What follows belongs to an exercise in optimizing a design on an open flow for small area; a production flow would make more cautious choices.
The RTL was checked by simulation tests, not by an equivalence proof against the original design.
In every run shown here, the design's own scripts or RTL, not TritonCTS, make the clock network.
No driver is modelled on the clock port, so clock power and skew are understated where the tree is cut down; a real chip needs a root buffer or a tree.
Power figures rest on the tool's default switching activity, not on a simulated workload.

**design/flow/flow/abc_1.abc**
```
strash
&get -n
&deepsyn -T 150 -S 1
&dch -f
&nf -R 1000
&put
topo
```
**design/flow/flow/abc_0.abc**
```
strash
&get -n
&dch -f
&nf -R 1000
&put
topo
```
**design/flow/flow/abc_3.abc**
```
strash
&get -n
&deepsyn -T 150 -S 3
&dch -f
&nf -R 1000
&put
topo
```
**design/flow/config.mk**
```make
export PLATFORM = sky130hd
export DESIGN_NAME = top
export DESIGN_NICKNAME = top
export VERILOG_FILES = /design/flow/design.v
export SDC_FILE = /design/flow/constraint.sdc
export NUM_CORES = 4
export LEC_CHECK = 0
export CAP_MARGIN = 20
export CORE_MARGIN = 2
export CORE_UTILIZATION = 65
export PLACE_DENSITY = 0.8
export SLEW_MARGIN = 20
```
**design/flow/standard.sh**
```bash
#!/bin/bash
# synth_recipe.tcl (not shown) runs the flow's synth.tcl, then flattens the netlist and writes it again
# the make line also repeats each setting of config.mk as NAME=value (left out here)
make -C /OpenROAD-flow-scripts/flow DESIGN_CONFIG=/design/flow/config.mk WORK_HOME=/design/flow/orfs CLKGATE_MAP_FILE= SYNTH_SCRIPT=/design/flow/synth_recipe.tcl "${@:-finish}"
```
**design/flow/design.v**
```verilog
`timescale 1ns / 1ps
module debounce (
    input  wire clk,
    input  wire rst,
    input  wire in,
    output reg  out
    );
    reg sync_0, sync_1;
    always @(posedge clk) sync_0 <= rst ? 1'b0 : in;
    always @(posedge clk) sync_1 <= rst ? 1'b0 : sync_0;
    localparam [19:0] P = 20'hAAAAA;
    reg  [19:0] cnt;
    wire [19:0] s = cnt ^ P;
    wire low_zero = ~|s[18:0];
    wire idle = (out == sync_1);
    wire max  = s[19] & low_zero;
    wire fb   = s[19] ^ s[16] ^ low_zero;
    always @(posedge clk) begin
        if (idle)       cnt <= P;
        else            cnt <= {s[18:0], fb} ^ P;
    end
    always @(posedge clk) begin
        if (rst)                out <= 1'b0;
        else if (~idle & max)   out <= ~out;
    end
endmodule
`timescale 1ns / 1ps
module square_wave(
    input clk,
    input rst,
    input [3:0] sw,
    input [3:0] deb,
    output reg wave_val
    );
    wire [4:0] oc;
    assign oc[4] = sw[3];
    assign oc[3] = ~sw[3] & sw[2];
    assign oc[2] = ~sw[3] & ~sw[2] & sw[1];
    assign oc[1] = ~sw[3] & ~sw[2] & ~sw[1] & sw[0];
    assign oc[0] = ~sw[3] & ~sw[2] & ~sw[1] & ~sw[0];
    wire valid = (deb == 4'b0001) | (deb == 4'b0010) | (deb == 4'b0100) | (deb == 4'b1000);
    wire [17:0] lim2;
    assign lim2[0] = (oc[0] & (deb[2] | deb[3])) | (oc[1] & (deb[0] | deb[2] | deb[3])) | (oc[2] & (deb[0] | deb[2] | deb[3])) | (oc[3] & (deb[0] | deb[2])) | (oc[4] & (deb[0]));
    assign lim2[1] = (oc[0] & (deb[1] | deb[2] | deb[3])) | (oc[1] & (deb[0] | deb[1])) | (oc[2] & (deb[1])) | (oc[3] & (deb[0] | deb[1])) | (oc[4] & (deb[2] | deb[3]));
    assign lim2[2] = (oc[0] & (deb[0] | deb[2] | deb[3])) | (oc[1] & (deb[3])) | (oc[2] & (deb[3])) | (oc[3] & (deb[1])) | (oc[4] & (deb[2] | deb[3]));
    assign lim2[3] = (oc[0] & (deb[3])) | (oc[1] & (deb[3])) | (oc[2] & (deb[0] | deb[2])) | (oc[3] & (deb[1] | deb[2])) | (oc[4] & (deb[2] | deb[3]));
    assign lim2[4] = (oc[0] & (deb[2] | deb[3])) | (oc[1] & (deb[3])) | (oc[2] & (deb[2] | deb[3])) | (oc[4] & (deb[3]));
    assign lim2[5] = (oc[0] & (deb[1] | deb[3])) | (oc[1] & (deb[2] | deb[3])) | (oc[2] & (deb[1] | deb[2] | deb[3])) | (oc[3] & (deb[3])) | (oc[4] & (deb[1] | deb[2]));
    assign lim2[6] = (oc[1] & (deb[1] | deb[2])) | oc[2] | (oc[3] & (deb[0] | deb[1] | deb[3])) | (oc[4] & (deb[0] | deb[2]));
    assign lim2[7] = (oc[0] & (deb[0] | deb[1] | deb[3])) | (oc[1] & (deb[0] | deb[2])) | (oc[2] & (deb[1] | deb[2])) | (oc[3] & (deb[2] | deb[3])) | (oc[4] & (deb[1] | deb[2]));
    assign lim2[8] = (oc[0] & (deb[2] | deb[3])) | (oc[1] & (deb[1] | deb[2])) | (oc[2] & (deb[1] | deb[3])) | (oc[3] & (deb[0] | deb[3])) | (oc[4] & (deb[1] | deb[2] | deb[3]));
    assign lim2[9] = (oc[0] & (deb[0] | deb[3])) | (oc[1] & (deb[1] | deb[2] | deb[3])) | oc[2] | (oc[4] & (deb[1] | deb[2]));
    assign lim2[10] = (oc[1] & (deb[1] | deb[2])) | (oc[2] & (deb[0])) | (oc[3] & (deb[0] | deb[2])) | (oc[4] & (deb[1] | deb[2]));
    assign lim2[11] = (oc[0] & (deb[0] | deb[2])) | (oc[1] & (deb[1] | deb[2])) | (oc[2] & (deb[1] | deb[3])) | (oc[3] & (deb[2] | deb[3])) | (oc[4] & (deb[0] | deb[3]));
    assign lim2[12] = (oc[0] & (deb[2] | deb[3])) | (oc[1] & (deb[0] | deb[3])) | (oc[2] & (deb[0] | deb[1])) | (oc[3] & (deb[0] | deb[3])) | (oc[4] & (deb[1] | deb[3]));
    assign lim2[13] = (oc[0] & (deb[0] | deb[3])) | (oc[1] & (deb[1] | deb[3])) | (oc[2] & (deb[1] | deb[2])) | (oc[3] & (deb[0] | deb[1] | deb[3])) | (oc[4] & (deb[0] | deb[3]));
    assign lim2[14] = (oc[0] & (deb[0] | deb[1] | deb[3])) | (oc[1] & (deb[0] | deb[3])) | (oc[2] & (deb[0])) | (oc[3] & (deb[0] | deb[1] | deb[2])) | (oc[4] & (deb[3]));
    assign lim2[15] = (oc[0] & (deb[0] | deb[1] | deb[2])) | (oc[1] & (deb[3])) | oc[2] | (oc[4] & (deb[3]));
    assign lim2[16] = (oc[1] & (deb[3])) | oc[2] | oc[3] | (oc[4] & (deb[0] | deb[1] | deb[2]));
    assign lim2[17] = oc[0] | (oc[1] & (deb[0] | deb[1] | deb[2]));
    reg [26:0] counter;
    reg hit;
    wire [18:0] ge;
    assign ge[0] = 1'b1;
    genvar i;
    generate
        for (i = 0; i < 18; i = i + 1) begin : cmp
            assign ge[i+1] = lim2[i] ? (counter[i] & ge[i]) : (counter[i] | ge[i]);
        end
    endgenerate
    wire [27:0] cy;
    assign cy[0] = 1'b1;
    generate
        for (i = 0; i < 27; i = i + 1) begin : inc
            assign cy[i+1] = cy[i] & counter[i];
        end
    endgenerate
    wire clr = rst | hit;
    wire hit_next = ~clr & valid & ~cy[27] & ((|counter[26:18]) | ge[18]);
    always @(posedge clk) begin
        hit <= hit_next;
        if (rst) begin
            wave_val <= 0;
            counter <= 0;
        end else if (hit) begin
            wave_val <= ~wave_val;
            counter <= 0;
        end else begin
            counter <= counter ^ cy[26:0];
        end
    end
endmodule
`timescale 1ns / 1ps
module uart_tx_out_mod (
    input  wire clk,
    input  wire rst,
    input  wire data,
    output wire tx
);
    localparam [9:0] P     = 10'b1010101010;
    localparam [9:0] S_867 = 10'b1001110111;
    localparam [9:0] C_M2  = 10'b0100000000;
    localparam [9:0] C_M3  = 10'b0101111111;
    reg  [9:0] cnt;
    reg  [3:0] slot;
    reg        bit_r;
    wire [9:0] s = cnt ^ P;
    wire s0   = (slot == 4'd0);
    wire last = (slot == 4'd9);
    wire endx = (s == S_867);
    always @(posedge clk) begin
        if (rst) begin
            slot <= 4'd0;
            cnt  <= C_M3;
        end else if (endx) begin
            slot <= last ? 4'd0 : slot + 4'd1;
            cnt  <= last ? C_M2 : 10'd0;
        end else begin
            cnt  <= {s[8:0], s[9] ^ s[6]} ^ P;
        end
    end
    always @(posedge clk)
        if (s0 & (cnt == C_M2)) bit_r <= data;
    assign tx = s0 | ((slot == 4'd2) & bit_r);
endmodule
`timescale 1ns / 1ps
module top(
    input clk,
    input rst,
    input [3:0] sw,
    input [3:0] btn,
    output led,
    output wire uart_tx_out
    );
    wire [3:0] deb;
    debounce deb_inst0 (.clk(clk), .rst(rst), .in(btn[0]), .out(deb[0]));
    debounce deb_inst1 (.clk(clk), .rst(rst), .in(btn[1]), .out(deb[1]));
    debounce deb_inst2 (.clk(clk), .rst(rst), .in(btn[2]), .out(deb[2]));
    debounce deb_inst3 (.clk(clk), .rst(rst), .in(btn[3]), .out(deb[3]));
    wire wave_val;
    square_wave square_wave_inst (.clk(clk), .rst(rst), .sw(sw), .deb(deb),
                                  .wave_val(wave_val));
    assign led = wave_val;
    uart_tx_out_mod uart_tx_out_mod_inst (.clk(clk), .rst(rst), .data(wave_val), .tx(uart_tx_out));
endmodule
```
**design/flow/flow/clock_tree.tcl**
```tcl
# A one-level clock tree: the clock port drives NCLUST clock buffers, each
# driving the register clock pins of one cluster (k-means on the pin positions).
# Inputs (env): MYCTS_IN_ODB MYCTS_IN_SDC MYCTS_OUT_ODB MYCTS_OUT_SDC MYCTS_LIB MYCTS_RC
# MYCTS_N (number of leaf buffers) MYCTS_BUF (leaf buffer) MYCTS_ROOT (root buffer, used when MYCTS_N > 4)
read_liberty $::env(MYCTS_LIB)
read_db $::env(MYCTS_IN_ODB)
read_sdc $::env(MYCTS_IN_SDC)
source $::env(MYCTS_RC)

set block [ord::get_db_block]
set db [ord::get_db]
set clkport [$block findBTerm clk]
set clknet [$clkport getNet]
set sinks {}
foreach it [$clknet getITerms] { lappend sinks $it }
puts "clock sinks: [llength $sinks]"

# pin positions
set pts {}
foreach it $sinks {
  set inst [$it getInst]
  set bb [$inst getBBox]
  lappend pts [list [expr {([$bb xMin] + [$bb xMax]) / 2.0}] [expr {([$bb yMin] + [$bb yMax]) / 2.0}]]
}
set K $::env(MYCTS_N)
set n [llength $pts]
# k-means, seeded by sorting along x then y
set order [lsort -real -index 0 $pts]
set cent {}
for {set k 0} {$k < $K} {incr k} {
  lappend cent [lindex $order [expr {int(($k + 0.5) * $n / $K)}]]
}
set cap [expr {int(ceil(double($n) / $K)) + 1}]
for {set iter 0} {$iter < 30} {incr iter} {
  # capacity-limited assignment: nearest centroid first, over all pin/centroid pairs
  set pairs {}
  for {set i 0} {$i < $n} {incr i} {
    set p [lindex $pts $i]
    for {set k 0} {$k < $K} {incr k} {
      set c [lindex $cent $k]
      lappend pairs [list [expr {abs([lindex $p 0] - [lindex $c 0]) + abs([lindex $p 1] - [lindex $c 1])}] $i $k]
    }
  }
  set pairs [lsort -real -index 0 $pairs]
  set assign [lrepeat $n -1]
  set sc [lrepeat $K 0]
  foreach pr $pairs {
    lassign $pr d i k
    if {[lindex $assign $i] >= 0} continue
    if {[lindex $sc $k] >= $cap} continue
    lset assign $i $k
    lset sc $k [expr {[lindex $sc $k] + 1}]
  }
  set sx [lrepeat $K 0.0]; set sy [lrepeat $K 0.0]
  for {set i 0} {$i < $n} {incr i} {
    set k [lindex $assign $i]; set p [lindex $pts $i]
    lset sx $k [expr {[lindex $sx $k] + [lindex $p 0]}]
    lset sy $k [expr {[lindex $sy $k] + [lindex $p 1]}]
  }
  set newc {}
  for {set k 0} {$k < $K} {incr k} {
    set c [lindex $sc $k]
    if {$c == 0} { lappend newc [lindex $cent $k] } else {
      lappend newc [list [expr {[lindex $sx $k] / $c}] [expr {[lindex $sy $k] / $c}]]
    }
  }
  set cent $newc
}
puts "cluster sizes: $sc"

set master [$db findMaster $::env(MYCTS_BUF)]
set drvnet $clknet
if {$K > 4} {
  set rmaster [$db findMaster $::env(MYCTS_ROOT)]
  set rinst [odb::dbInst_create $block $rmaster "clkbuf_root"]
  set rnet [odb::dbNet_create $block "clk_root"]
  $rnet setSigType CLOCK
  set mx 0.0; set my 0.0
  foreach c $cent { set mx [expr {$mx + [lindex $c 0] / $K}]; set my [expr {$my + [lindex $c 1] / $K}] }
  $rinst setLocation [expr {int($mx)}] [expr {int($my)}]
  $rinst setPlacementStatus PLACED
  [$rinst findITerm A] connect $clknet
  [$rinst findITerm X] connect $rnet
  set drvnet $rnet
}
for {set k 0} {$k < $K} {incr k} {
  set inst [odb::dbInst_create $block $master "clkbuf_leaf_$k"]
  set net [odb::dbNet_create $block "clk_leaf_$k"]
  $net setSigType CLOCK
  set c [lindex $cent $k]
  $inst setLocation [expr {int([lindex $c 0])}] [expr {int([lindex $c 1])}]
  $inst setPlacementStatus PLACED
  [$inst findITerm A] connect $drvnet
  [$inst findITerm X] connect $net
  set leafnet($k) $net
}
set i 0
foreach it $sinks {
  set k [lindex $assign $i]
  $it disconnect
  $it connect $leafnet($k)
  incr i
}
$clknet setSigType CLOCK

detailed_placement
check_placement -verbose
set_propagated_clock [all_clocks]
estimate_parasitics -placement
set worst 0
foreach pin [get_pins -hierarchical */CLK] {
  set s [get_property $pin slew_max]
  if {$s > $worst} {set worst $s}
}
puts "WORST_CLK_SLEW $worst"
report_clock_skew
report_worst_slack -max
report_worst_slack -min
write_db $::env(MYCTS_OUT_ODB)
write_sdc $::env(MYCTS_OUT_SDC)
```
**design/flow/flow/pick.py**
```python
# Pick the smallest of the re-mapped netlists (cell area from each run's stat).
import re, sys, shutil
best = None
for log in sys.argv[2:]:
    m = re.findall(r'Chip area for module .\\top.: ([\d.]+)', open(log).read())
    if not m:
        print(log, 'no result'); continue
    a = float(m[-1]); print(log, a)
    if best is None or a < best[0]: best = (a, log)
print('picked', best[1])
shutil.copy(best[1][:-len('.log')] + '.v', sys.argv[1])
```
**design/flow/flow/run.sh**
```bash
#!/bin/bash
# Own layout flow:
#  1. the standard synthesis (the standard.sh synth);
#  2. its combinational cells re-mapped for area with Yosys/ABC (a few ABC
#     scripts in parallel, abc_*.abc, the smallest result kept), registers
#     untouched (same cells, same instance names);
#  3. the standard ORFS flow up to placement, input/output ports buffered
#     with the smallest buffer;
#  4. a one-level clock tree (clock_tree.tcl) in place of ORFS's CTS step:
#     a root buffer fed by the clock port, driving K leaf buffers, each
#     driving one cluster of register clock pins (the smallest K that keeps
#     the estimated clock-pin slew under SLEW_MAX);
#  5. the standard ORFS flow from global routing to the end.
# Each tool's output goes to a log file of its own in this folder.
set -euo pipefail
W=$PWD
F=$W/flow
PD=$FLOW_HOME/platforms/$FLOW_PLATFORM
R=$W/orfs/results/$FLOW_PLATFORM/top/base
LIB=$PD/lib/sky130_fd_sc_hd__tt_025C_1v80.lib
SLEW_MAX=0.108
LEAF_BUF=sky130_fd_sc_hd__clkbuf_8
ROOT_BUF=sky130_fd_sc_hd__clkbuf_8
PORT_BUF=sky130_fd_sc_hd__buf_1

# 1. standard synthesis
bash standard.sh synth > $W/log_1_synth.txt 2>&1
cp $R/1_2_yosys.v $W/std_1_2_yosys.v

# 2. re-map the combinational cells
yosys -q -l $W/log_2_models.txt -p "read_liberty -ignore_miss_func $LIB; write_verilog -noattr $W/models_all.v"
python3 $F/comb_models.py $W/models_all.v $W/models_comb.v > $W/log_2_models_py.txt 2>&1
for A in $F/abc_*.abc; do
  N=$(basename $A .abc)
  sed "s#@LIB@#$LIB#g; s#@MODELS@#$W/models_comb.v#g; s#@IN@#$W/std_1_2_yosys.v#g; s#@OUT@#$W/reopt_$N.v#g; s#@ABC@#$A#g" \
      $F/reopt.ys > $W/reopt_$N.ys
  yosys -l $W/reopt_$N.log -s $W/reopt_$N.ys > /dev/null 2>&1 &
done
wait
python3 $F/pick.py $W/reopt.v $W/reopt_abc_*.log > $W/log_2_pick.txt 2>&1
python3 $F/check_regs.py $W/std_1_2_yosys.v $W/reopt.v > $W/log_2_check_regs.txt 2>&1
cp $W/reopt.v $R/1_2_yosys.v
rm -f $R/1_synth.odb $R/1_synth.sdc

# 3. floorplan and placement
bash standard.sh "BUFFER_PORTS_ARGS=-buffer_cell $PORT_BUF" place > $W/log_3_place.txt 2>&1

for K in 4 5 6 7 8 9 10 11 12 14 16 20; do
  MYCTS_IN_ODB=$R/3_place.odb MYCTS_IN_SDC=$R/3_place.sdc \
  MYCTS_OUT_ODB=$W/cts_$K.odb MYCTS_OUT_SDC=$W/cts_$K.sdc \
  MYCTS_LIB=$LIB MYCTS_RC=$PD/setRC.tcl MYCTS_N=$K MYCTS_BUF=$LEAF_BUF MYCTS_ROOT=$ROOT_BUF \
      openroad -no_init -exit $F/clock_tree.tcl > $W/log_4_cts_$K.txt 2>&1
  S=$(awk '/^WORST_CLK_SLEW/ {print $2}' $W/log_4_cts_$K.txt)
  echo "$K leaf buffers: worst clock-pin slew $S ns" >> $W/log_4_cts_pick.txt
  if awk -v s="$S" -v m="$SLEW_MAX" 'BEGIN {exit !(s != "" && s < m)}'; then break; fi
done
cp $W/cts_$K.odb $R/4_1_cts.odb
cp $W/cts_$K.sdc $R/4_cts.sdc

# 5. routing and the rest
bash standard.sh "BUFFER_PORTS_ARGS=-buffer_cell $PORT_BUF" finish > $W/log_5_finish.txt 2>&1
```
**design/flow/flow/check_regs.py**
```python
import re, sys
def regs(path):
    s = open(path).read()
    return {m.group(2): m.group(1) for m in re.finditer(r'^\s*(sky130_fd_sc_hd__(?:df|edf|sdf|sedf|dl)\w*)\s+(\S+)\s*\(', s, re.M)}
a, b = regs(sys.argv[1]), regs(sys.argv[2])
print(len(a), 'registers in the standard synthesis,', len(b), 'after re-mapping')
if a != b:
    print('MISMATCH', set(a.items()) ^ set(b.items()))
    sys.exit(1)
```
**design/flow/flow/abc_2.abc**
```
strash
&get -n
&deepsyn -T 150 -S 2
&dch -f
&nf -R 1000
&put
topo
```
**design/flow/flow/reopt.ys**
```
read_liberty -lib -ignore_miss_func @LIB@
read_verilog -overwrite @MODELS@
read_verilog @IN@
hierarchy -top top
flatten
techmap
opt -fast
opt_clean -purge
abc -liberty @LIB@ -dont_use *lpflow* -dont_use *probe* -dont_use *clkbuf* -dont_use *clkinv* -dont_use *dlygate* -dont_use *dlymetal* -dont_use *clkdly* -script @ABC@
opt_clean -purge
hilomap -singleton -hicell sky130_fd_sc_hd__conb_1 HI -locell sky130_fd_sc_hd__conb_1 LO
splitnets
opt_clean -purge
stat -liberty @LIB@
write_verilog -noattr -noexpr @OUT@
```
**design/flow/flow/comb_models.py**
```python
# Keep only the combinational cell models (as Yosys writes them from the
# liberty file); sequential and special cells stay black boxes.
import re, sys
s = open(sys.argv[1]).read()
out = []
for body, name in re.findall(r'(module\s+(\S+)\s*\(.*?endmodule)', s, re.S):
    seq = re.search(r'\$_(DFF|DLATCH|SR|ALDFF|DFFSR|DFFE|SDFF)|\breg\b', body)
    special = re.match(r'\\?sky130_fd_sc_hd__(df|edf|sdf|sedf|dl|lpflow|probe|tap|fill|decap|conb|macro|diode)', name)
    if seq or special:
        print('black box:', name)
        continue
    out.append(body)
open(sys.argv[2], 'w').write('\n'.join(out) + '\n')
```
**design/flow/constraint.sdc**
```tcl
create_clock -name core_clock -period 10.0 [get_ports {clk}]
set_input_delay 2.0000 -clock core_clock [delete_from_list [all_inputs] [get_ports {clk}]]
set_output_delay 2.0000 -clock core_clock [all_outputs]
set_load 0.01 [all_outputs]
```
==> run_results.csv, run 1 <==
group,metric,value,unit
run_status,outcome,"no timing/DRC/antenna violations",
drt,vias,3498,
floorplan,io_pins,12,
place,gp_congestion,0.9368,
place,place_ws,3.940,ns
critical_path,worstPathArrival,6.12,ns
drt,routed_via_density,5.688,
drt,wl_per_cell,13.37,um
critical_path,start_kind,"input pin",
timing,setup_ws,4.150,ns
synth,syn_nets,508,
pwr,power_density,165.6,nW/um2
floorplan,start_util,0.6749,
drt,ant_nets,0,
critical_path,cp.required,10.27,ns
final_layout,multi_input_area,1852,um2
timing,period_needed,5.850,ns
timing,rsz0062_at_grt,"no",
drt,first_iter_violations,148,
drt,drc,0,
timing,slew_headroom,0.3461,
critical_path,path_buf_inv,1,
global_routing,grt_pass1_vias,3165,
timing,clock.fmax,170.9,MHz
synth,yosys_warnings,3,
drt,drt-pass1-iter-count,5,
critical_path,end_kind,"register",
timing,tightest_slew,0.9773,ns
critical_path,path_cells,"buf_1 > or2_0 > nor2_1 > a221oi_1 > a21oi_1 > a211oi_1 > nor2_1 > xnor2_1 > nor2_1 > xnor2_1 > xnor2_1 > maj3_1 > o21ai_0 > a21oi_1 > a221oi_1 > o21ai_0 > o221ai_1 > a21oi_1 > a211oi_1 > nor3_1",
synth,syn_avg_cell_area,9.258,um2
global_routing,antenna_found_initial,0,
timing,maxSlewViolCount,0,
pwr,irDropWorstVdd,0.0001599,V
cts,clock_latency,0.38,ns
global_routing,grt-ovfl-total,0,
global_routing,grt_use_total,0.2074,
floorplan,fp.dieW,88.22,um
final_layout,fillers,543,
hold_path,hp-start,"deb_inst1.cnt[14]",
critical_path,startpoint,"sw[3]",
floorplan,coreArea,6832,um2
floorplan,die_y,88.22,um
timing,hold_viol_final,0,
final_layout,nets,531,
critical_path,path_max_fanout,13,
timing,skew,0.01845,ns
global_routing,grt_pass1_wl,13560,um
timing,fin_crit_sh,0.5850,
place,port_buffers,11,
drt,finalWirelength,8225,um
global_routing,grt_start_max_net_pins,30,
critical_path,rr_startpoint,"square_wave_inst.counter[0]",
final_layout,seqCellArea,2733,um2
final_layout,layout_commonest_cell,"dfxtp_1",
final_layout,layout_common_cells,"dfxtp_1, nor2_1, nand2_1",
critical_path,crit_type,"in -> reg",
run,cap_violations,0,
timing,tns,0,ns
place,dp_hpwl,5733,um
cts,clk_pin_slew,0.10,ns
critical_path,crit_family,"compound AO/OA/AOI/OAI gates",
critical_path,critPathMaxStageDelay,0.43,ns
hold_path,hp-class,"reg -> reg",
synth,synth_area,4611,um2
final_layout,area_growth,6.350,%
critical_path,slowest_stage,"a211oi_1",
final_layout,layout-drive-gt1-share,0.01927,
floorplan,dieArea,7783,um2
synth,synthesis.instances,498,
pwr,power.leakage,0.001822,uW
timing,finalSetupViolCount,0,
final_layout,diodes,0,
floorplan,core.rowCount,30,
## cell type report
| cell class | instances | share of cell area |
|---|---|---|
| plain buffers | 9 | 0.02526 |
| inverters | 7 | 0.005359 |
| multi-input cells | 355 | 0.3776 |
| flip-flops and latches | 136 | 0.5573 |
| well taps | 96 | 0.02450 |
| repair buffers | 12 | 0.009952 |
## per-stage QoR
stage	cell area [um2]	hold slack, ns	utilization	cells	power [uW]
floorplan	4611	0.3527	-	498	585.4
finish	4903	0.3807	0.7178	615	811.9
detailed placement	4780	0.3656	0.6996	606	596.3
global route	4903	0.4039	0.7178	615	841.1
global placement	4780	0.3616	0.6996	606	595.1
## path summary, 6_finish.rpt
kind	to	slack [ns]	cells past startpoint
worst max-delay path	square_wave_inst.hit	4.15	20
worst min-delay path	deb_inst1.cnt[15]	0.38	1
worst max register to register	square_wave_inst.hit	5.44	19
worst min register to register	deb_inst1.cnt[15]	0.38	1
## state kept, by name, indices dropped and copies added, names as in the netlist, 4 cells and up
name	cells
deb_inst3.cnt	20
uart_tx_out_mod_inst.slot	4
uart_tx_out_mod_inst.cnt	10
deb_inst2.cnt	20
square_wave_inst.counter	27
deb_inst1.cnt	20
deb_inst0.cnt	20
## metal layers
layer | vias to the layer above | global-route usage | share of wire
met5 | - | 0 | 0
met4 | 0 | 0.04132 | 0.016
met3 | 19 | 0.02519 | 0.046
met2 | 75 | 0.3602 | 0.46
met1 | 1628 | 0.2821 | 0.47
li1 | 1776 | - | -
## power by group
part | leakage [uW] | switching (uW) | internal, uW
logic | 0.000654 | 20.6 | 11.3
registers | 0.00110 | 4.68 | 548
clock network | 0.0000647 | 146 | 81.6
==> run 2, diff against run 1 <==
--- a/design/flow/flow/clock_tree.tcl
+++ b/design/flow/flow/clock_tree.tcl
@@ -1,5 +1,6 @@
-# A one-level clock tree: the clock port drives NCLUST clock buffers, each
-# driving the register clock pins of one cluster (k-means on the pin positions).
+# A one-level clock tree: the clock port drives MYCTS_N clock buffers (through
+# a root buffer when there are more than 4), each driving the register clock
+# pins of one cluster (k-means on the pin positions, best of a few seedings).
 # Inputs (env): MYCTS_IN_ODB MYCTS_IN_SDC MYCTS_OUT_ODB MYCTS_OUT_SDC MYCTS_LIB MYCTS_RC
 # MYCTS_N (number of leaf buffers) MYCTS_BUF (leaf buffer) MYCTS_ROOT (root buffer, used when MYCTS_N > 4)
 read_liberty $::env(MYCTS_LIB)
@@ -24,48 +25,68 @@
 }
 set K $::env(MYCTS_N)
 set n [llength $pts]
-# k-means, seeded by sorting along x then y
-set order [lsort -real -index 0 $pts]
-set cent {}
-for {set k 0} {$k < $K} {incr k} {
-  lappend cent [lindex $order [expr {int(($k + 0.5) * $n / $K)}]]
+set cap [expr {int(ceil(double($n) / $K)) + 1}]
+
+proc cluster {pts K cap ax ay} {
+  set n [llength $pts]
+  set keyed {}
+  foreach p $pts { lappend keyed [list [expr {[lindex $p 0] * $ax + [lindex $p 1] * $ay}] $p] }
+  set order [lsort -real -index 0 $keyed]
+  set cent {}
+  for {set k 0} {$k < $K} {incr k} {
+    lappend cent [lindex [lindex $order [expr {int(($k + 0.5) * $n / $K)}]] 1]
+  }
+  for {set iter 0} {$iter < 30} {incr iter} {
+    set pairs {}
+    for {set i 0} {$i < $n} {incr i} {
+      set p [lindex $pts $i]
+      for {set k 0} {$k < $K} {incr k} {
+        set c [lindex $cent $k]
+        lappend pairs [list [expr {abs([lindex $p 0] - [lindex $c 0]) + abs([lindex $p 1] - [lindex $c 1])}] $i $k]
+      }
+    }
+    set pairs [lsort -real -index 0 $pairs]
+    set assign [lrepeat $n -1]
+    set sc [lrepeat $K 0]
+    foreach pr $pairs {
+      lassign $pr d i k
+      if {[lindex $assign $i] >= 0} continue
+      if {[lindex $sc $k] >= $cap} continue
+      lset assign $i $k
+      lset sc $k [expr {[lindex $sc $k] + 1}]
+    }
+    set sx [lrepeat $K 0.0]; set sy [lrepeat $K 0.0]
+    for {set i 0} {$i < $n} {incr i} {
+      set k [lindex $assign $i]; set p [lindex $pts $i]
+      lset sx $k [expr {[lindex $sx $k] + [lindex $p 0]}]
+      lset sy $k [expr {[lindex $sy $k] + [lindex $p 1]}]
+    }
+    set newc {}
+    for {set k 0} {$k < $K} {incr k} {
+      set c [lindex $sc $k]
+      if {$c == 0} { lappend newc [lindex $cent $k] } else {
+        lappend newc [list [expr {[lindex $sx $k] / $c}] [expr {[lindex $sy $k] / $c}]]
+      }
+    }
+    set cent $newc
+  }
+  set load [lrepeat $K 0.0]
+  for {set i 0} {$i < $n} {incr i} {
+    set k [lindex $assign $i]; set p [lindex $pts $i]; set c [lindex $cent $k]
+    lset load $k [expr {[lindex $load $k] + (abs([lindex $p 0] - [lindex $c 0]) + abs([lindex $p 1] - [lindex $c 1])) / 1000.0 + 10.0}]
+  }
+  set worst 0.0
+  foreach l $load { if {$l > $worst} { set worst $l } }
+  return [list $worst $assign $sc $cent]
 }
-set cap [expr {int(ceil(double($n) / $K)) + 1}]
-for {set iter 0} {$iter < 30} {incr iter} {
-  # capacity-limited assignment: nearest centroid first, over all pin/centroid pairs
-  set pairs {}
-  for {set i 0} {$i < $n} {incr i} {
-    set p [lindex $pts $i]
-    for {set k 0} {$k < $K} {incr k} {
-      set c [lindex $cent $k]
-      lappend pairs [list [expr {abs([lindex $p 0] - [lindex $c 0]) + abs([lindex $p 1] - [lindex $c 1])}] $i $k]
-    }
-  }
-  set pairs [lsort -real -index 0 $pairs]
-  set assign [lrepeat $n -1]
-  set sc [lrepeat $K 0]
-  foreach pr $pairs {
-    lassign $pr d i k
-    if {[lindex $assign $i] >= 0} continue
-    if {[lindex $sc $k] >= $cap} continue
-    lset assign $i $k
-    lset sc $k [expr {[lindex $sc $k] + 1}]
-  }
-  set sx [lrepeat $K 0.0]; set sy [lrepeat $K 0.0]
-  for {set i 0} {$i < $n} {incr i} {
-    set k [lindex $assign $i]; set p [lindex $pts $i]
-    lset sx $k [expr {[lindex $sx $k] + [lindex $p 0]}]
-    lset sy $k [expr {[lindex $sy $k] + [lindex $p 1]}]
-  }
-  set newc {}
-  for {set k 0} {$k < $K} {incr k} {
-    set c [lindex $sc $k]
-    if {$c == 0} { lappend newc [lindex $cent $k] } else {
-      lappend newc [list [expr {[lindex $sx $k] / $c}] [expr {[lindex $sy $k] / $c}]]
-    }
-  }
-  set cent $newc
+
+set best {}
+foreach dir {{1 0} {0 1} {1 1} {1 -1} {2 1} {1 2} {2 -1} {1 -2}} {
+  set r [cluster $pts $K $cap [lindex $dir 0] [lindex $dir 1]]
+  puts "seeding $dir: largest cluster load [format %.1f [lindex $r 0]]"
+  if {$best eq {} || [lindex $r 0] < [lindex $best 0]} { set best $r }
 }
+lassign $best bcost assign sc cent
 puts "cluster sizes: $sc"
 
 set master [$db findMaster $::env(MYCTS_BUF)]
--- a/design/flow/config.mk
+++ b/design/flow/config.mk
@@ -7,6 +7,6 @@
 export LEC_CHECK = 0
 export CAP_MARGIN = 20
 export CORE_MARGIN = 2
-export CORE_UTILIZATION = 65
-export PLACE_DENSITY = 0.8
+export CORE_UTILIZATION = 75
+export PLACE_DENSITY = 0.9
 export SLEW_MARGIN = 20
==> run 2 against run 1 <==
Compared with the run above: worst hold slack improved by 0.0088 ns; cell area shrank 1.0%; still clean; combinational power rose by about 10%; synthesized cell count down 0.40%; clock power hardly changed.
==> run_results.csv, run 2 <==
group,metric,value,unit
run_status,outcome,"no timing/DRC/antenna violations",
drt,drt-pass1-iter-count,5,
pwr,power_frac_seq,0.677,
timing,fin_crit_sh,0.5967,
pwr,irDropWorstVdd,0.0001813,V
synth,synthesis.instances,496,
final_layout,nets,529,
final_layout,diodes,0,
floorplan,io_pins,12,
drt,first_iter_violations,183,
global_routing,met3_usage,0.03043,
timing,skew,0.01128,ns
critical_path,cp.required,10.27,ns
global_routing,grt-ovfl-total,0,
timing,rsz0062_at_grt,"no",
run,cap_violations,0,
synth,yosys_warnings,3,
synth,syn_nets,506,
global_routing,grt_util_met2,0.5113,
timing,holdWs,0.3895,ns
drt,ant_nets,0,
final_layout,area_growth,5.810,%
pwr,power_density,168.3,nW/um2
critical_path,path_max_fanout,11,
hold_path,hold_end,"deb_inst2.cnt[5]",
timing,finalSetupViolCount,0,
critical_path,end_kind,"register",
global_routing,grt_start_max_net_pins,28,
critical_path,rrSetupSlack,5.36,ns
pwr,intPower,641.7,uW
global_routing,met1_usage,0.3549,
global_routing,globalRoute.busiestLayer,"met2",
synth,synth_area,4587,um2
floorplan,start_util,0.7747,
timing,tns,0,ns
place,dp_hpwl,6326,um
global_routing,antenna_found_initial,0,
critical_path,worstPathArrival,6.24,ns
final_layout,fin_util,0.8197,
timing,hold_viol_final,0,
critical_path,rr_worst_depth,19,
floorplan,dieArea,6758,um2
hold_path,holdPathStages,1,
timing,period_needed,5.967,ns
timing,clock.fmax,167.6,MHz
global_routing,grt_pass1_vias,3335,
place,gp_congestion,0.8792,
drt,routed_via_density,6.003,
floorplan,die_y,82.21,um
place,port_buffers,11,
global_routing,grt_use_total,0.2784,
timing,tightest_slew,1.011,ns
drt,vias,3554,
hold_path,hp-start,"deb_inst2.cnt[4]",
floorplan,fp.dieW,82.21,um
drt,drc,0,
critical_path,crit_type,"in -> reg",
pwr,p_sw_frac,0.2142,
final_layout,largest_reg_flops,27,
floorplan,coreArea,5921,um2
pwr,pwr-share-comb,0.043,
critical_path,rr_startpoint,"square_wave_inst.counter[0]",
drt,finalWirelength,9146,um
timing,setup_ws,4.033,ns
drt,wl_per_cell,15.45,um
cts,clk_pin_slew,0.10,ns
global_routing,grt_pass1_wl,15130,um
pwr,p_sw,174.9,uW
critical_path,r2r_end,"square_wave_inst.hit",
pwr,power.leakage,0.001844,uW
final_layout,layout_commonest_cell,"dfxtp_1",
timing,slew_headroom,0.3234,
critical_path,start_kind,"input pin",
pwr,finalPower,816.6,uW
cts,clock_latency,0.38,ns
place,place_ws,3.821,ns
timing,maxSlewViolCount,0,
pwr,pwr-share-clk,0.280,
synth,syn_avg_cell_area,9.248,um2
final_layout,layout_common_cells,"dfxtp_1, nor2_1, nand2_1",
final_layout,top_register,"square_wave_inst.counter",
floorplan,core.rowCount,28,
final_layout,layout-drive-gt1-share,0.01934,
hold_path,hp-class,"reg -> reg",
[run 2: layout make-up]
| type | instances | area (um2) |
|---|---|---|
| flip-flops and latches | 136 | 2733 |
| multi-input cells | 356 | 1839 |
| fillers | 372 | 1067 |
| plain buffers | 9 | 123.9 |
| well taps | 75 | 93.84 |
| repair buffers | 12 | 48.80 |
| inverters | 4 | 15.01 |
[run 2: through the flow]
stage | cells | cell area [um2]
5_1_grt | 592 | 4853
6_report | 592 | 4853
3_3_place_gp | 583 | 4730
3_5_place_dp | 583 | 4730
2_1_floorplan | 496 | 4587
[run 2: worst max-delay path, cell delays in order]
cell      delay [ns]
buf_1           0.20
nor4_1          0.88
nor2_1          0.20
o32ai_1         0.36
xnor2_1         0.25
nor2_1          0.10
xor2_1          0.30
o21ai_0         0.14
o21ai_0         0.21
o22ai_1         0.21
a222oi_1        0.23
o21ai_0         0.15
o21ai_0         0.10
a21oi_1         0.09
a21oi_1         0.12
nor2_1          0.05
a221oi_1        0.22
o21ai_0         0.13
o211ai_1        0.10
and3_1          0.17
nor2_1          0.05
[run 2: per-layer routing]
metal	vias up	wire [um]
met4	0	135
met2	90	4600
met1	1659	4060
met3	14	350
li1	1791	-
met5	-	0
[run 2: worst max path at each step]
stage | cells after the start | slack (ns) | end | startpoint
floorplan | 20 | 4.71 | square_wave_inst.hit | sw[0]
global placement | 21 | 3.94 | square_wave_inst.hit | sw[3]
detailed placement | 21 | 3.82 | square_wave_inst.hit | sw[3]
global route | 21 | 3.51 | square_wave_inst.hit | sw[3]
finish | 21 | 4.03 | square_wave_inst.hit | sw[3]
[run 2: power groups by stage]
stage	logic, uW	registers, uW	clock network, uW
after floorplan	24.3	564	0
after global placement	33.7	565	0
after detailed placement	34.6	565	0
after global routing	39.7	554	247
final	35.1	553	229
==> run 3, diff against run 2 <==
--- a/design/flow/config.mk
+++ b/design/flow/config.mk
@@ -7,6 +7,6 @@
 export LEC_CHECK = 0
 export CAP_MARGIN = 20
 export CORE_MARGIN = 2
-export CORE_UTILIZATION = 75
-export PLACE_DENSITY = 0.9
+export CORE_UTILIZATION = 65
+export PLACE_DENSITY = 0.8
 export SLEW_MARGIN = 20
==> run 3 against run 2 <==
Compared with the run above: largest cell class unchanged; highest routed layer unchanged; still clean on timing, DRC and antenna; fmax grew 2.0%; largest power group unchanged; combinational power shrank 9.1%; clock skew grew 0.0072 ns.
==> run_results.csv, run 3 <==
group,metric,value,unit
global_routing,grt_pass1_wl,13560,um
global_routing,grt-ovfl-total,0,
critical_path,rrSetupSlack,5.44,ns
drt,first_iter_violations,148,
critical_path,worstPathArrival,6.12,ns
critical_path,end_kind,"register",
pwr,power.leakage,0.001822,uW
critical_path,path_max_fanout,13,
place,dpl-instance-area,4780,um2
drt,finalWirelength,8225,um
pwr,irDropWorstVdd,0.0001599,V
final_layout,fillers,543,
timing,hold_viol_final,0,
global_routing,antenna_found_initial,0,
final_layout,design_area,4903,um2
timing,holdWs,0.3807,ns
synth,synthesis.instances,498,
final_layout,diodes,0,
synth,syn_avg_cell_area,9.258,um2
floorplan,io_pins,12,
timing,tightest_slew,0.9773,ns
critical_path,r2r_end,"square_wave_inst.hit",
final_layout,nets,531,
final_layout,layout_common_cells,"dfxtp_1, nor2_1, nand2_1",
final_layout,layout_commonest_cell,"dfxtp_1",
timing,setup_ws,4.150,ns
global_routing,grt_pass1_vias,3165,
drt,routed_via_density,5.688,
place,gp_congestion,0.9368,
hold_path,hold_end,"deb_inst1.cnt[15]",
timing,period_needed,5.850,ns
global_routing,grt_start_max_net_pins,30,
floorplan,dieArea,7783,um2
timing,clock.fmax,170.9,MHz
cts,clock_latency,0.38,ns
critical_path,start_kind,"input pin",
pwr,power_density,165.6,nW/um2
final_layout,fin_util,0.7178,
drt,drt-pass1-iter-count,5,
final_layout,area_growth,6.350,%
drt,drc,0,
drt,ant_nets,0,
drt,vias,3498,
hold_path,hp-class,"reg -> reg",
place,place_ws,3.940,ns
final_layout,top_register,"square_wave_inst.counter",
hold_path,holdPathStages,1,
hold_path,hp-start,"deb_inst1.cnt[14]",
run_status,outcome,"no timing/DRC/antenna violations",
run,cap_violations,0,
timing,maxSlewViolCount,0,
synth,synth_area,4611,um2
floorplan,die_y,88.22,um
global_routing,grt_use_total,0.2074,
final_layout,largest_reg_flops,27,
critical_path,crit_type,"in -> reg",
final_layout,layout-drive-gt1-share,0.01927,
timing,rsz0062_at_grt,"no",
floorplan,fp.dieW,88.22,um
timing,finalSetupViolCount,0,
timing,skew,0.01845,ns
floorplan,coreArea,6832,um2
floorplan,start_util,0.6749,
synth,yosys_warnings,3,
timing,slew_headroom,0.3461,
critical_path,cp.required,10.27,ns
critical_path,rr_worst_depth,19,
floorplan,core.rowCount,30,
timing,tns,0,ns
synth,syn_nets,508,
place,dp_hpwl,5733,um
critical_path,rr_startpoint,"square_wave_inst.counter[0]",
place,port_buffers,11,
cts,clk_pin_slew,0.10,ns
drt,wl_per_cell,13.37,um
timing,fin_crit_sh,0.5850,
-- run 3: cell types whose count changed in the layout (fill, tap and decap cells not counted), moves of 3 or more --
cell	previous run	this run
a221oi_1	1	4
nand2_1	58	55
inv_1	4	7
or2_0	1	4
xnor2_1	8	11
a311oi_1	0	3
a21oi_1	35	31
-- run 3: worst max-delay path by stage --
stage	slack, ns	to	depth (start not counted)	startpoint
3_5_place_dp	3.94	square_wave_inst.hit	20	sw[3]
2_1_floorplan	4.82	square_wave_inst.hit	20	sw[3]
6_report	4.15	square_wave_inst.hit	20	sw[3]
3_3_place_gp	4.18	square_wave_inst.hit	20	sw[3]
5_1_grt	3.69	square_wave_inst.hit	20	sw[3]
-- run 3: cell type report --
cell class | instances | area, um2 | share of cell area
multi-input cells | 355 | 1852 | 0.3776
flip-flops and latches | 136 | 2733 | 0.5573
well taps | 96 | 120.1 | 0.02450
plain buffers | 9 | 123.9 | 0.02526
inverters | 7 | 26.28 | 0.005359
repair buffers | 12 | 48.80 | 0.009952
-- run 3: worst max-delay path, stage by stage --
cell,delay (ns)
buf_1,0.39
or2_0,0.42
nor2_1,0.10
a221oi_1,0.36
a21oi_1,0.17
a211oi_1,0.43
nor2_1,0.12
xnor2_1,0.30
nor2_1,0.10
xnor2_1,0.30
xnor2_1,0.12
maj3_1,0.32
o21ai_0,0.08
a21oi_1,0.08
a221oi_1,0.22
o21ai_0,0.14
o221ai_1,0.08
a21oi_1,0.09
a211oi_1,0.22
nor3_1,0.08
-- run 3: power by group --
part | total, uW | switching [uW] | internal [uW]
clock network | 227 | 146 | 81.6
registers | 552 | 4.68 | 548
logic | 31.9 | 20.6 | 11.3
-- run 3: stage by stage --
stage,power [uW],std cells
6_report,811.9,615
5_1_grt,841.1,615
3_5_place_dp,596.3,606
3_3_place_gp,595.1,606
2_1_floorplan,585.4,498
-- run 3: metal layers --
metal  GRT usage  vias up  share of wire
met5           0        -              0
met4     0.04132        0          0.016
met3     0.02519       19          0.046
met2      0.3602       75           0.46
met1      0.2821     1628           0.47
li1            -     1776              -
==> run 4, diff against run 3 <==
--- a/design/flow/flow/run.sh
+++ b/design/flow/flow/run.sh
@@ -34,9 +34,8 @@
   N=$(basename $A .abc)
   sed "s#@LIB@#$LIB#g; s#@MODELS@#$W/models_comb.v#g; s#@IN@#$W/std_1_2_yosys.v#g; s#@OUT@#$W/reopt_$N.v#g; s#@ABC@#$A#g" \
       $F/reopt.ys > $W/reopt_$N.ys
-  yosys -l $W/reopt_$N.log -s $W/reopt_$N.ys > /dev/null 2>&1 &
-done
-wait
+  echo $N
+done | xargs -P ${NUM_CORES:-4} -I{} sh -c "yosys -l $W/reopt_{}.log -s $W/reopt_{}.ys > /dev/null 2>&1 || true"
 python3 $F/pick.py $W/reopt.v $W/reopt_abc_*.log > $W/log_2_pick.txt 2>&1
 python3 $F/check_regs.py $W/std_1_2_yosys.v $W/reopt.v > $W/log_2_check_regs.txt 2>&1
 cp $W/reopt.v $R/1_2_yosys.v
==> design/flow/flow/abc_4.abc (new file) <==
strash
&get -n
&deepsyn -T 150 -S 4
&dch -f
&nf -R 1000
&put
topo
==> design/flow/flow/abc_5.abc (new file) <==
strash
&get -n
&deepsyn -T 150 -S 5
&dch -f
&nf -R 1000
&put
topo
==> design/flow/flow/abc_6.abc (new file) <==
strash
&get -n
&deepsyn -T 150 -S 6
&dch -f
&nf -R 1000
&put
topo
==> design/flow/flow/abc_7.abc (new file) <==
strash
&get -n
&deepsyn -T 150 -S 7
&dch -f
&nf -R 1000
&put
topo
==> run 4 against run 3 <==
Compared with the run above: first-iteration DRC count is the same; clock skew is the same; critical endpoint unchanged; clock power barely moved.
==> run_results.csv, run 4 <==
group,metric,value,unit
run_status,outcome,"no timing/DRC/antenna violations",
global_routing,grt_pass1_vias,3165,
floorplan,coreArea,6832,um2
cts,clk_pin_slew,0.10,ns
pwr,p_sw,171.2,uW
hold_path,holdPathStages,1,
place,place_inst,606,
pwr,power_density,165.6,nW/um2
global_routing,antenna_found_initial,0,
critical_path,start_kind,"input pin",
critical_path,worstPathArrival,6.12,ns
pwr,irDropWorstVdd,0.0001599,V
place,dp_hpwl,5733,um
critical_path,end_kind,"register",
timing,clock.fmax,170.9,MHz
final_layout,final_cells,615,
final_layout,multi_input_area,1852,um2
synth,synth_area,4611,um2
cts,clock_latency,0.38,ns
timing,maxSlewViolCount,0,
final_layout,fin_util,0.7178,
drt,first_iter_violations,148,
critical_path,rr_worst_depth,19,
floorplan,dieArea,7783,um2
final_layout,layout_common_cells,"dfxtp_1, nor2_1, nand2_1",
floorplan,die_y,88.22,um
floorplan,core.rowCount,30,
final_layout,area_growth,6.350,%
place,port_buffers,11,
drt,finalWirelength,8225,um
timing,finalSetupViolCount,0,
global_routing,grt_pass1_wl,13560,um
place,gp_congestion,0.9368,
pwr,power_frac_seq,0.680,
final_layout,top_register,"square_wave_inst.counter",
timing,fin_crit_sh,0.5850,
final_layout,layout_commonest_cell,"dfxtp_1",
critical_path,path_max_fanout,13,
synth,synthesis.instances,498,
critical_path,cp.required,10.27,ns
place,place_ws,3.940,ns
pwr,p_sw_frac,0.2109,
global_routing,grt_use_total,0.2074,
global_routing,grt_start_max_net_pins,30,
synth,syn_avg_cell_area,9.258,um2
pwr,intPower,640.7,uW
final_layout,seqCellArea,2733,um2
floorplan,fp.dieW,88.22,um
pwr,pwr-share-clk,0.280,
critical_path,crit_type,"in -> reg",
global_routing,grt-ovfl-total,0,
pwr,finalPower,811.9,uW
timing,tightest_slew,0.9773,ns
timing,slew_headroom,0.3461,
timing,rsz0062_at_grt,"no",
final_layout,largest_reg_flops,27,
synth,yosys_warnings,3,
run,cap_violations,0,
final_layout,layout-drive-gt1-share,0.01927,
timing,setup_ws,4.150,ns
synth,syn_nets,508,
timing,hold_viol_final,0,
timing,skew,0.01845,ns
final_layout,diodes,0,
floorplan,io_pins,12,
final_layout,fillers,543,
drt,ant_nets,0,
drt,routed_via_density,5.688,
pwr,power.leakage,0.001822,uW
drt,drc,0,
hold_path,hp-class,"reg -> reg",
floorplan,start_util,0.6749,
drt,drt-pass1-iter-count,5,
timing,tns,0,ns
drt,vias,3498,
final_layout,nets,531,
pwr,pwr-share-comb,0.039,
drt,wl_per_cell,13.37,um
timing,period_needed,5.850,ns
[run 4: worst max-delay path, stage by stage]
cell and delay [ns]:
buf_1 0.39, or2_0 0.42, nor2_1 0.10, a221oi_1 0.36
a21oi_1 0.17, a211oi_1 0.43, nor2_1 0.12, xnor2_1 0.30
nor2_1 0.10, xnor2_1 0.30, xnor2_1 0.12, maj3_1 0.32
o21ai_0 0.08, a21oi_1 0.08, a221oi_1 0.22, o21ai_0 0.14
o221ai_1 0.08, a21oi_1 0.09, a211oi_1 0.22, nor3_1 0.08
[run 4: cell type report]
class	count	area share
Sequential cell	136	0.5573
Multi-Input combinational cell	355	0.3776
Buffer	9	0.02526
Tap cell	96	0.02450
Timing Repair Buffer	12	0.009952
Inverter	7	0.005359
[run 4: final timing paths]
path | start | slack (ns) | end
worst max-delay path | sw[3] | 4.15 | square_wave_inst.hit
worst min-delay path | deb_inst1.cnt[14] | 0.38 | deb_inst1.cnt[15]
worst max register to register | square_wave_inst.counter[0] | 5.44 | square_wave_inst.hit
worst min register to register | deb_inst1.cnt[14] | 0.38 | deb_inst1.cnt[15]
[run 4: stage by stage]
step | area [um2] | hold WS (ns)
final | 4903 | 0.3807
after global routing | 4903 | 0.4039
after detailed placement | 4780 | 0.3656
after global placement | 4780 | 0.3616
after floorplan | 4611 | 0.3527
[run 4: per-layer routing]
| metal | global-route usage | up-vias | part of all wire |
|---|---|---|---|
| met5 | 0 | - | 0 |
| met4 | 0.04132 | 0 | 0.016 |
| met3 | 0.02519 | 19 | 0.046 |
| met2 | 0.3602 | 75 | 0.46 |
| met1 | 0.2821 | 1628 | 0.47 |
| li1 | - | 1776 | - |
[run 4: power groups by stage]
| stage | clock network [uW] | registers [uW] | logic, uW |
|---|---|---|---|
| after floorplan | 0 | 564 | 21.7 |
| after global placement | 0 | 565 | 30.3 |
| after detailed placement | 0 | 565 | 31.3 |
| after global routing | 252 | 553 | 35.9 |
| final | 227 | 552 | 31.9 |

[port drivers added, routing unchanged]
How much do the figures lean on ideal ports? The routed layouts below were timed once more, with nothing changed but the port constraints.
Step 1 sets driving cells, clkbuf_16 on the clock port and buf_2 on the other inputs (assumed; they add their load-dependent delay and slew).
Step 2 also shifts input and output timing later by t, the mid clock arrival at the registers, as if the neighbouring blocks saw the same clock.
a / b / c = ideal / step 1 / step 2; a / b = the first two.
run | shift t [ns] | setup slack, ns | hold slack, ns | worst register clock-pin slew, ns
run 1 | 0.395 | 4.150 / 4.144 / 3.749 | 0.381 / 0.381 / 0.381 | 0.10 / 0.10
run 2 | 0.398 | 4.033 / 4.034 / 3.636 | 0.390 / 0.390 / 0.390 | 0.10 / 0.10
run 3 | 0.395 | 4.150 / 4.144 / 3.749 | 0.381 / 0.381 / 0.381 | 0.10 / 0.10
run 4 | 0.395 | 4.150 / 4.144 / 3.749 | 0.381 / 0.381 / 0.381 | 0.10 / 0.10
After both steps every run listed still meets setup and hold.
